Source: an optimization exercise on an open RTL-to-GDS flow (aim: small area and a short achievable clock period). Production flows keep margins and buffers that such runs may drop. Function was checked by simulation only, so behaviour that the tests miss may differ from the original. The clock input has no modelled driver; a real chip could not lean on it and would need a root buffer or a full tree. No activity file was given, so power comes from the tool's default toggle rates.

==> inputs of xenon <==
// sort_top
module sort_top (
  input             clk,
  input      [31:0] a, b, c, d, e, f,
  output reg [31:0] m, n, o, p, q, r
);
clock: 44.0 ns
lec_check: 0
cap_margin: 20
core_margin: 2
core_utilization: 40
slew_margin: 20
synth_hierarchical: 1
synth_minimum_keep_size: 0
buffer_ports_args: -buffer_cell sky130_fd_sc_hd__buf_1
pre_global_place_tcl: /design/flow/flow/size_fanout.tcl
pre_detail_place_tcl: /design/flow/flow/place_io_flops.tcl
post_detail_place_tcl: /design/flow/flow/place_io_release.tcl
pre_cts_tcl: /design/flow/flow/cts_hook.tcl
standard.sh (not shown) runs the stock make flow with config.mk's settings and CLKGATE_MAP_FILE= SYNTH_SCRIPT=/design/flow/synth_recipe.tcl, a recipe that flattens the netlist after the stock synthesis.
==> flow/flow/run.sh <==
#!/bin/bash
# Layout flow: the standard flow (standard.sh) with these changes:
#  - the port buffers are the smallest buffer, buf_1;
#  - before global placement, the inverters that drive the mux selects
#    (fanout 32) are set to inv_2 (flow/size_fanout.tcl, ORFS's
#    PRE_GLOBAL_PLACE hook), so placement's slew repair need not buffer them;
#  - before detailed placement, each output port's buffer is put on free
#    sites next to its port and its flip-flop right behind it
#    (flow/place_io_flops.tcl, PRE_DETAIL_PLACE hook), held there while
#    detailed placement legalizes the rest, then released
#    (flow/place_io_release.tcl, POST_DETAIL_PLACE hook);
#  - the clock tree is a two-level buffer tree built by flow/cts_hook.tcl
#    (PRE_CTS hook) instead of TritonCTS.
# ORFS writes each tool's log under orfs/logs/; make's output goes to standard.log.
set -e
HERE=$(pwd)
cat >> config.mk <<EOC
export BUFFER_PORTS_ARGS = -buffer_cell sky130_fd_sc_hd__buf_1
export PRE_GLOBAL_PLACE_TCL = $HERE/flow/size_fanout.tcl
export PRE_DETAIL_PLACE_TCL = $HERE/flow/place_io_flops.tcl
export POST_DETAIL_PLACE_TCL = $HERE/flow/place_io_release.tcl
export PRE_CTS_TCL = $HERE/flow/cts_hook.tcl
EOC
bash standard.sh > standard.log 2>&1
==> flow/flow/cts_hook.tcl <==
# PRE_CTS hook: build a two-level clock tree by hand (clock_tree.tcl) and
# skip TritonCTS. The clock port drives 4 root clkbuf_16, each driving a
# group of leaf buffers; each leaf drives a balanced cluster of flip-flops.
# Every flip-flop's clock goes through exactly two buffers. The first tree
# shape whose worst clock slew (estimated from placement) is at most 0.115 ns
# is kept.
source [file join [file dirname [info script]] clock_tree.tcl]
ct_build_best {
  {28 4 sky130_fd_sc_hd__clkbuf_16 sky130_fd_sc_hd__clkbuf_8}
  {30 4 sky130_fd_sc_hd__clkbuf_16 sky130_fd_sc_hd__clkbuf_8}
  {26 4 sky130_fd_sc_hd__clkbuf_16 sky130_fd_sc_hd__clkbuf_8}
  {32 4 sky130_fd_sc_hd__clkbuf_16 sky130_fd_sc_hd__clkbuf_8}
  {34 4 sky130_fd_sc_hd__clkbuf_16 sky130_fd_sc_hd__clkbuf_8}
  {20 4 sky130_fd_sc_hd__clkbuf_16 sky130_fd_sc_hd__clkbuf_16}
  {22 4 sky130_fd_sc_hd__clkbuf_16 sky130_fd_sc_hd__clkbuf_16}
  {24 4 sky130_fd_sc_hd__clkbuf_16 sky130_fd_sc_hd__clkbuf_16}
} 0.115
set_propagated_clock [all_clocks]
proc clock_tree_synthesis {args} {
  puts "clock_tree_synthesis skipped: the clock tree was built by cts_hook.tcl"
}
Other scripts of this flow, unchanged in this note and not shown: flow/flow/clock_tree.tcl, flow/flow/place_io_flops.tcl, flow/flow/place_io_release.tcl, flow/flow/size_fanout.tcl
==> delta (differences from xenon) <==
--- a/flow/design.v
+++ b/flow/design.v
@@ -18,13 +18,13 @@
 module sort(
   input  [31:0] a, b, c, d, e, f,
   output [31:0] m, n, o, p, q, r);
   wire [31:0] x [0:5];
   assign x[0] = a; assign x[1] = b; assign x[2] = c;
   assign x[3] = d; assign x[4] = e; assign x[5] = f;
-  localparam [31:0] INV_U = 32'ha8a8abab;
+  localparam [31:0] INV_U = 32'haaeaaeab;
   wire [31:0] nx [0:5];
   genvar gi, gj, gk;
   generate
     for (gi = 0; gi < 6; gi = gi + 1) begin : g_inv
       assign nx[gi] = ~x[gi];
     end
@@ -112,21 +112,21 @@
   sort_nand2 u_p6 (.a(u[6]), .b(n[6]), .y(p6));
   sort_oai21 u_b6 (.a1(g6), .a2(bw[6]), .b1(p6), .y(bw[7]));
   wire gn7, pn7;
   sort_nor2  u_g7 (.a(n[7]), .b(v[7]), .y(pn7));
   sort_nand2 u_p7 (.a(n[7]), .b(v[7]), .y(gn7));
   sort_oai21 u_b7 (.a1(pn7), .a2(bw[7]), .b1(gn7), .y(bw[8]));
-  sort_aoi222 u_b8 (.a1(n[8]), .a2(v[8]), .b1(n[8]), .b2(bw[8]), .c1(v[8]), .c2(bw[8]), .y(bw[9]));
+  wire g8, p8;
+  sort_nor2  u_g8 (.a(u[8]), .b(n[8]), .y(g8));
+  sort_nand2 u_p8 (.a(u[8]), .b(n[8]), .y(p8));
+  sort_oai21 u_b8 (.a1(g8), .a2(bw[8]), .b1(p8), .y(bw[9]));
   wire gn9, pn9;
   sort_nor2  u_g9 (.a(n[9]), .b(v[9]), .y(pn9));
   sort_nand2 u_p9 (.a(n[9]), .b(v[9]), .y(gn9));
   sort_oai21 u_b9 (.a1(pn9), .a2(bw[9]), .b1(gn9), .y(bw[10]));
-  wire g10, p10;
-  sort_nor2  u_g10 (.a(u[10]), .b(n[10]), .y(g10));
-  sort_nand2 u_p10 (.a(u[10]), .b(n[10]), .y(p10));
-  sort_oai21 u_b10 (.a1(g10), .a2(bw[10]), .b1(p10), .y(bw[11]));
+  sort_aoi222 u_b10 (.a1(n[10]), .a2(v[10]), .b1(n[10]), .b2(bw[10]), .c1(v[10]), .c2(bw[10]), .y(bw[11]));
   wire gn11, pn11;
   sort_nor2  u_g11 (.a(n[11]), .b(v[11]), .y(pn11));
   sort_nand2 u_p11 (.a(n[11]), .b(v[11]), .y(gn11));
   sort_oai21 u_b11 (.a1(pn11), .a2(bw[11]), .b1(gn11), .y(bw[12]));
   wire g12, p12;
   sort_nor2  u_g12 (.a(u[12]), .b(n[12]), .y(g12));
@@ -145,13 +145,16 @@
   sort_nand2 u_p15 (.a(n[15]), .b(v[15]), .y(gn15));
   sort_oai21 u_b15 (.a1(pn15), .a2(bw[15]), .b1(gn15), .y(bw[16]));
   wire g16, p16;
   sort_nor2  u_g16 (.a(u[16]), .b(n[16]), .y(g16));
   sort_nand2 u_p16 (.a(u[16]), .b(n[16]), .y(p16));
   sort_oai21 u_b16 (.a1(g16), .a2(bw[16]), .b1(p16), .y(bw[17]));
-  sort_aoi222 u_b17 (.a1(u[17]), .a2(n[17]), .b1(u[17]), .b2(bw[17]), .c1(n[17]), .c2(bw[17]), .y(bw[18]));
+  wire gn17, pn17;
+  sort_nor2  u_g17 (.a(n[17]), .b(v[17]), .y(pn17));
+  sort_nand2 u_p17 (.a(n[17]), .b(v[17]), .y(gn17));
+  sort_oai21 u_b17 (.a1(pn17), .a2(bw[17]), .b1(gn17), .y(bw[18]));
   wire g18, p18;
   sort_nor2  u_g18 (.a(u[18]), .b(n[18]), .y(g18));
   sort_nand2 u_p18 (.a(u[18]), .b(n[18]), .y(p18));
   sort_oai21 u_b18 (.a1(g18), .a2(bw[18]), .b1(p18), .y(bw[19]));
   wire gn19, pn19;
   sort_nor2  u_g19 (.a(n[19]), .b(v[19]), .y(pn19));
@@ -162,25 +165,25 @@
   sort_nand2 u_p20 (.a(u[20]), .b(n[20]), .y(p20));
   sort_oai21 u_b20 (.a1(g20), .a2(bw[20]), .b1(p20), .y(bw[21]));
   wire gn21, pn21;
   sort_nor2  u_g21 (.a(n[21]), .b(v[21]), .y(pn21));
   sort_nand2 u_p21 (.a(n[21]), .b(v[21]), .y(gn21));
   sort_oai21 u_b21 (.a1(pn21), .a2(bw[21]), .b1(gn21), .y(bw[22]));
-  wire g22, p22;
-  sort_nor2  u_g22 (.a(u[22]), .b(n[22]), .y(g22));
-  sort_nand2 u_p22 (.a(u[22]), .b(n[22]), .y(p22));
-  sort_oai21 u_b22 (.a1(g22), .a2(bw[22]), .b1(p22), .y(bw[23]));
+  sort_aoi222 u_b22 (.a1(n[22]), .a2(v[22]), .b1(n[22]), .b2(bw[22]), .c1(v[22]), .c2(bw[22]), .y(bw[23]));
   wire gn23, pn23;
   sort_nor2  u_g23 (.a(n[23]), .b(v[23]), .y(pn23));
   sort_nand2 u_p23 (.a(n[23]), .b(v[23]), .y(gn23));
   sort_oai21 u_b23 (.a1(pn23), .a2(bw[23]), .b1(gn23), .y(bw[24]));
   wire g24, p24;
   sort_nor2  u_g24 (.a(u[24]), .b(n[24]), .y(g24));
   sort_nand2 u_p24 (.a(u[24]), .b(n[24]), .y(p24));
   sort_oai21 u_b24 (.a1(g24), .a2(bw[24]), .b1(p24), .y(bw[25]));
-  sort_aoi222 u_b25 (.a1(u[25]), .a2(n[25]), .b1(u[25]), .b2(bw[25]), .c1(n[25]), .c2(bw[25]), .y(bw[26]));
+  wire gn25, pn25;
+  sort_nor2  u_g25 (.a(n[25]), .b(v[25]), .y(pn25));
+  sort_nand2 u_p25 (.a(n[25]), .b(v[25]), .y(gn25));
+  sort_oai21 u_b25 (.a1(pn25), .a2(bw[25]), .b1(gn25), .y(bw[26]));
   wire g26, p26;
   sort_nor2  u_g26 (.a(u[26]), .b(n[26]), .y(g26));
   sort_nand2 u_p26 (.a(u[26]), .b(n[26]), .y(p26));
   sort_oai21 u_b26 (.a1(g26), .a2(bw[26]), .b1(p26), .y(bw[27]));
   wire gn27, pn27;
   sort_nor2  u_g27 (.a(n[27]), .b(v[27]), .y(pn27));
--- a/flow/flow/cts_hook.tcl
+++ b/flow/flow/cts_hook.tcl
@@ -6,14 +6,12 @@
 # is kept.
 source [file join [file dirname [info script]] clock_tree.tcl]
 ct_build_best {
   {28 4 sky130_fd_sc_hd__clkbuf_16 sky130_fd_sc_hd__clkbuf_8}
   {30 4 sky130_fd_sc_hd__clkbuf_16 sky130_fd_sc_hd__clkbuf_8}
   {26 4 sky130_fd_sc_hd__clkbuf_16 sky130_fd_sc_hd__clkbuf_8}
-  {32 4 sky130_fd_sc_hd__clkbuf_16 sky130_fd_sc_hd__clkbuf_8}
-  {34 4 sky130_fd_sc_hd__clkbuf_16 sky130_fd_sc_hd__clkbuf_8}
   {20 4 sky130_fd_sc_hd__clkbuf_16 sky130_fd_sc_hd__clkbuf_16}
   {22 4 sky130_fd_sc_hd__clkbuf_16 sky130_fd_sc_hd__clkbuf_16}
   {24 4 sky130_fd_sc_hd__clkbuf_16 sky130_fd_sc_hd__clkbuf_16}
 } 0.115
 set_propagated_clock [all_clocks]
 proc clock_tree_synthesis {args} {
==> summary.md <==
| Metric | Value |
|---|---|
| Status | complete, no violations |
| Pint | roughly 740 uW |
| Power Density | roughly 64 mW/mm^2 |
| Switching Fraction | 47.6% |
| Post-Synth Simple-Gate Area | 22.2% |
| Synthesis-to-layout area growth | 14.0% |
| Share of the synthesized area in the top cell type | 39.4% |
the above is filed under delta

==> summary.md <==
| Metric | Value |
|---|---|
| Synthesis-to-layout area growth | 14.0% |
| Pint | approximately 740 uW |
| Status | complete, no violations |
| Switching Fraction | around 48% |
| Power Density | approximately 64 mW/mm^2 |
the above is filed under xenon

In every run of this note, the design's own scripts or RTL, not TritonCTS, make the clock network.

==> inputs of job 7337 <==
Another version of the RTL of sort_top (not shown whole).
==> module sort, before the edit <==
module sort(
  input  [31:0] a, b, c, d, e, f,
  output [31:0] m, n, o, p, q, r);
  wire [31:0] x [0:5];
  assign x[0] = a; assign x[1] = b; assign x[2] = c;
  assign x[3] = d; assign x[4] = e; assign x[5] = f;
  localparam [31:0] INV_U = 32'hbaebaebb;
  wire [31:0] nx [0:5];
  genvar gi, gj, gk;
  generate
    for (gi = 0; gi < 6; gi = gi + 1) begin : g_inv
      assign nx[gi] = ~x[gi];
    end
  endgenerate
  wire [5:0] lt [0:5];
  generate
    for (gi = 0; gi < 6; gi = gi + 1) begin : g_row
      for (gj = 0; gj < 6; gj = gj + 1) begin : g_col
        if (gj > gi) begin : g_cmp
          sort_lt32 u_lt (.u(x[gi]), .v(x[gj]),
                          .n((nx[gi] & INV_U) | (nx[gj] & ~INV_U)),
                          .lt(lt[gi][gj]));
        end else begin : g_no
          assign lt[gi][gj] = 1'b0;
        end
      end
    end
  endgenerate
  reg [5:0] ahead [0:5];
  reg [5:0] sel [0:5];    
  reg [2:0] pos;
  integer i, j, k;
  always @(*) begin
    for (i = 0; i < 6; i = i + 1) ahead[i] = 6'd0;
    for (i = 0; i < 6; i = i + 1)
      for (j = i + 1; j < 6; j = j + 1) begin
        ahead[i][j] = lt[i][j];
        ahead[j][i] = ~lt[i][j];
      end
    for (k = 0; k < 6; k = k + 1) sel[k] = 6'd0;
    for (i = 0; i < 6; i = i + 1) begin
      pos = 3'd0;
      for (j = 0; j < 6; j = j + 1)
        pos = pos + ahead[i][j];
      for (k = 0; k < 6; k = k + 1)
        sel[k][i] = (pos == k);
    end
  end
  wire [5:0] seld [0:5];
  generate
    for (gk = 0; gk < 6; gk = gk + 1) begin : g_sd
      for (gi = 0; gi < 6; gi = gi + 1) begin : g_si
        sort_inv u_sd (.a(~sel[gk][gi]), .y(seld[gk][gi]));
      end
    end
  endgenerate
  wire [31:0] y [0:5];
  generate
    for (gk = 0; gk < 6; gk = gk + 1) begin : g_out
      for (gi = 0; gi < 32; gi = gi + 1) begin : g_bit
        sort_pick6 u_pick (.s(seld[gk]),
          .x({x[5][gi], x[4][gi], x[3][gi], x[2][gi], x[1][gi], x[0][gi]}),
          .y(y[gk][gi]));
      end
    end
  endgenerate
  assign m = y[0]; assign n = y[1]; assign o = y[2];
  assign p = y[3]; assign q = y[4]; assign r = y[5];
endmodule
==> module sort_inv, before the edit <==
module sort_inv(input a, output y);
  assign y = ~a;
endmodule
export LEC_CHECK = 0
export CAP_MARGIN = 20
export CORE_MARGIN = 2
export CORE_UTILIZATION = 40
export SLEW_MARGIN = 20
export SYNTH_HIERARCHICAL = 1
export SYNTH_MINIMUM_KEEP_SIZE = 0
export BUFFER_PORTS_ARGS = -buffer_cell sky130_fd_sc_hd__buf_1
export PRE_DETAIL_PLACE_TCL = /design/flow/flow/place_io_flops.tcl
export PRE_CTS_TCL = /design/flow/flow/cts_hook.tcl
create_clock -name core_clock -period 44.0 [get_ports {clk}]
==> flow/flow/run.sh <==
#!/bin/bash
# Layout flow: the standard flow (standard.sh) with three changes:
#  - the port buffers are the smallest buffer, buf_1;
#  - before detailed placement, each output flip-flop and its port buffer are
#    moved next to their port (flow/place_io_flops.tcl, ORFS's PRE_DETAIL_PLACE
#    hook); detailed placement then legalizes them;
#  - the clock tree is a two-level tree of clkbuf_16 built by flow/cts_hook.tcl
#    (ORFS's PRE_CTS hook) instead of TritonCTS.
# ORFS writes each tool's log under orfs/logs/; make's output goes to standard.log.
set -e
HERE=$(pwd)
cat >> config.mk <<EOC
export BUFFER_PORTS_ARGS = -buffer_cell sky130_fd_sc_hd__buf_1
export PRE_DETAIL_PLACE_TCL = $HERE/flow/place_io_flops.tcl
export PRE_CTS_TCL = $HERE/flow/cts_hook.tcl
EOC
bash standard.sh > standard.log 2>&1
Other scripts of this flow, unchanged in this note and not shown: flow/flow/clock_tree.tcl, flow/flow/cts_hook.tcl, flow/flow/place_io_flops.tcl
==> job 7231: changes against job 7337 <==
--- a/flow/design.v
+++ b/flow/design.v
@@ -64,17 +64,9 @@
     end
   end
-  wire [5:0] seld [0:5];
-  generate
-    for (gk = 0; gk < 6; gk = gk + 1) begin : g_sd
-      for (gi = 0; gi < 6; gi = gi + 1) begin : g_si
-        sort_inv u_sd (.a(~sel[gk][gi]), .y(seld[gk][gi]));
-      end
-    end
-  endgenerate
   wire [31:0] y [0:5];
   generate
     for (gk = 0; gk < 6; gk = gk + 1) begin : g_out
       for (gi = 0; gi < 32; gi = gi + 1) begin : g_bit
-        sort_pick6 u_pick (.s(seld[gk]),
+        sort_pick6 u_pick (.s(sel[gk]),
           .x({x[5][gi], x[4][gi], x[3][gi], x[2][gi], x[1][gi], x[0][gi]}),
           .y(y[gk][gi]));
@@ -214,7 +206,4 @@
   assign y = ~(a & b);
 endmodule
-module sort_inv(input a, output y);
-  assign y = ~a;
-endmodule
 module sort_nor2(input a, b, output y);
   assign y = ~(a | b);
==> comparison <==
Between job 7337 and job 7231, the lower utilization is in job 7337 (gap 0.91 points). Against job 7337, the routed wire length of job 7231 is larger by 5.6%. Maximum frequency is about the same in job 7337 and job 7231. Against job 7231, the sequential share of layout area of job 7337 is higher by 0.52 points.
==> figures <==
	job 7231	job 7337
Synth Area in Simple Gates	20.7%	20.6%
Peak supply drop	43.0 uV	48.2 uV
Fraction of layout instances using a drive strength above 1	3.41%	2.07%
Result of the run	complete, no violations	complete, no violations
Post-synthesis net count	2674	2710
Standby leakage power	9.48 nW	9.43 nW
Cell with the largest stage delay on the worst path	nor3b_4	dfxtp_1
Wire length of the first global-routing pass	134 mm	127 mm
Detailed-routed wire length on met3	12.3 mm	12.2 mm
Ratio of layout area to synthesized area	1.171x	1.145x
In every run of this note, the design's own scripts or RTL, not TritonCTS, make the clock network.

port drivers added, routing unchanged:
The results above use ideal ports. As a check the final layouts listed here were re-extracted and re-timed, cells and wires unchanged. Step 1, drivers: a clkbuf_16 drives clk and a buf_2 each remaining input, both assumed. Step 2 also shifts input and output timing later by t, the mid clock arrival at the registers, as if the neighbouring blocks saw the same clock. a / b / c = ideal / step 1 / step 2; a / b = the first two.
run | t (ns) | setup WS [ns] | worst register clock-pin slew, ns
xenon | 0.467 | 34.364 / 34.211 / 34.678 | 0.11 / 0.11
delta | 0.473 | 34.350 / 34.201 / 34.674 | 0.11 / 0.11
job 7337 | 0.453 | 34.337 / 34.202 / 34.418 | 0.09 / 0.09
job 7231 | 0.486 | 34.320 / 34.182 / 34.320 | 0.11 / 0.11
After both steps every run listed still meets setup and hold.
